This is an optimization exercise on Yosys and OpenROAD, whose aim is small area, not a production implementation. The RTL was checked by simulation tests, not by an equivalence proof against the original design. No activity file was given, so power comes from the tool's default toggle rates.

## Brick_Escape
module Brick_Escape
	(
		CLOCK_50,
		rst,
		KEY,
		SW,
		HEX0,
		HEX1,
		HEX2,
		HEX3,
		HEX4,
		HEX5,
		HEX6,
		HEX7,
		fb_x,
		fb_y,
		fb_colour
	);
Size in the first run: about 1,700 cells after synthesis, roughly 97 I/O pins, about 13,000 um2 of cells after synthesis.
export LEC_CHECK = 0
export ABC_AREA = 1
export CAP_MARGIN = 40
export CORE_MARGIN = 2
export CORE_UTILIZATION = 60
export SLEW_MARGIN = 20
create_clock -name core_clock -period 10.0 [get_ports {CLOCK_50}]
standard.sh (not shown) runs the stock make flow with config.mk's settings and CLKGATE_MAP_FILE= SYNTH_SCRIPT=/design/flow/synth_recipe.tcl, a recipe that flattens the netlist after the stock synthesis.
==> flow/flow/run.sh <==
#!/bin/bash
# Own flow: the standard ORFS flow (standard.sh), with these changes:
#  - synthesis: ABC maps the combinational logic with flow/abc_area.script (deep AIG
#    synthesis, then area-oriented mapping) instead of ORFS's abc_area.script, and without
#    the full/half-adder extraction (ADDER_MAP_FILE empty), so ABC sees adders as logic.
#    The deep synthesis is randomised: it runs with three seeds at once (the main run in
#    standard.sh's folder, two more in side folders) and the smallest netlist is kept.
#    Registers are untouched: Yosys creates and names them before ABC runs.
#  - every port still gets its buffer, but the smallest one (buf_1);
#  - clock tree from clkbuf_8 cells, without dummy loads.
set -euo pipefail
here=$PWD
mk_scripts() {  # mk_scripts DIR SEED
  rm -rf "$1"; cp -r "$FLOW_HOME/scripts" "$1"
  sed "s/@SEED@/$2/" flow/abc_area.script > "$1/abc_area.script"
}
mk_scripts scripts_s1 1
mk_scripts scripts_s2 2
mk_scripts scripts_s3 3
# side synthesis runs: standard.sh's make command with another WORK_HOME
for s in 2 3; do
  mkdir -p side_s$s
  grep '^make ' standard.sh | sed -e "s#WORK_HOME=[^ ]*#WORK_HOME=$here/side_s$s/orfs#" \
    -e 's#"${@:-finish}"#ADDER_MAP_FILE= synth#' > side_s$s/synth.sh
  ( export SCRIPTS_DIR="$here/scripts_s$s"; bash side_s$s/synth.sh > side_s$s/synth_make.log 2>&1 ) &
done
SCRIPTS_DIR="$here/scripts_s1" bash standard.sh ADDER_MAP_FILE= synth > synth_make_s1.log 2>&1
wait
res=orfs/results/sky130hd/Brick_Escape/base
rep=orfs/reports/sky130hd/Brick_Escape/base
area() { grep "Chip area" "$1" | awk '{print $NF}'; }
best=1; best_a=$(area $rep/synth_stat.txt)
for s in 2 3; do
  f=side_s$s/$rep/synth_stat.txt
  if [[ -f side_s$s/$res/1_2_yosys.v && -f $f ]]; then
    a=$(area $f)
    if awk -v a="$a" -v b="$best_a" 'BEGIN{exit !(a < b)}'; then best=$s; best_a=$a; fi
  fi
done
echo "synthesis areas: s1 $(area $rep/synth_stat.txt) s2 $(area side_s2/$rep/synth_stat.txt 2>/dev/null) s3 $(area side_s3/$rep/synth_stat.txt 2>/dev/null); kept s$best" > synth_choice.log
if [[ $best != 1 ]]; then
  cp side_s$best/$res/1_2_yosys.v $res/1_2_yosys.v
  cp side_s$best/$rep/synth_stat.txt $rep/synth_stat.txt
  rm -f $res/1_synth.odb $res/1_synth.v
fi
SCRIPTS_DIR="$here/scripts_s1" bash standard.sh ADDER_MAP_FILE= \
  "BUFFER_PORTS_ARGS=-buffer_cell sky130_fd_sc_hd__buf_1" \
  "CTS_ARGS=-sink_clustering_enable -repair_clock_nets -dont_use_dummy_load -buf_list sky130_fd_sc_hd__clkbuf_8" \
  finish > flow_make.log 2>&1
Other scripts of this flow, unchanged in this note and not shown: flow/flow/abc_area.script
==> next run, changes <==
--- a/flow/flow/run.sh
+++ b/flow/flow/run.sh
@@ -10 +10 @@
-#  - clock tree from clkbuf_8 cells, without dummy loads.
+#  - clock tree from clkbuf_16 cells, without dummy loads.
@@ -48 +48 @@
-  "CTS_ARGS=-sink_clustering_enable -repair_clock_nets -dont_use_dummy_load -buf_list sky130_fd_sc_hd__clkbuf_8" \
+  "CTS_ARGS=-sink_clustering_enable -repair_clock_nets -dont_use_dummy_load -buf_list sky130_fd_sc_hd__clkbuf_16" \
What happened: Final cell count stays flat; area after synthesis is higher by 1.5%; via count shrinks by 0.39%; setup slack improves by 0.19 ns; wire length falls by 0.38%; power rises by 23%; hold slack is better by 0.0042 ns; synthesized cell count is about the same; final area rose by 2.4%; clock power increases by 46%; sequential power went up by about 1%.

[static timing again, ports no longer ideal]
The results above use ideal ports. As a check the final layouts listed here were re-extracted and re-timed, cells and wires unchanged. Step 1 assumes that a clkbuf_16 drives the clock port and a buf_2 every other input. Step 2, shift: input delay + t, output delay - t, t = (earliest + latest rising clock arrival at the registers) / 2. This alone moves slack from input paths to output paths. a / b / c = ideal ports / drivers / drivers and shift; a / b = the first two.
run | t (ns) | setup slack, ns | cell pins on the clock port's net
the first run | 0.499 | 4.190 / 4.190 / 3.901 | 1
the second run | 0.469 | 4.381 / 4.410 / 3.941 | 1
After both steps setup and hold are still met in every run listed. For the second run, which loses most, drivers alone change the setup slack by +0.029 ns; drivers and shift together by -0.440 ns.
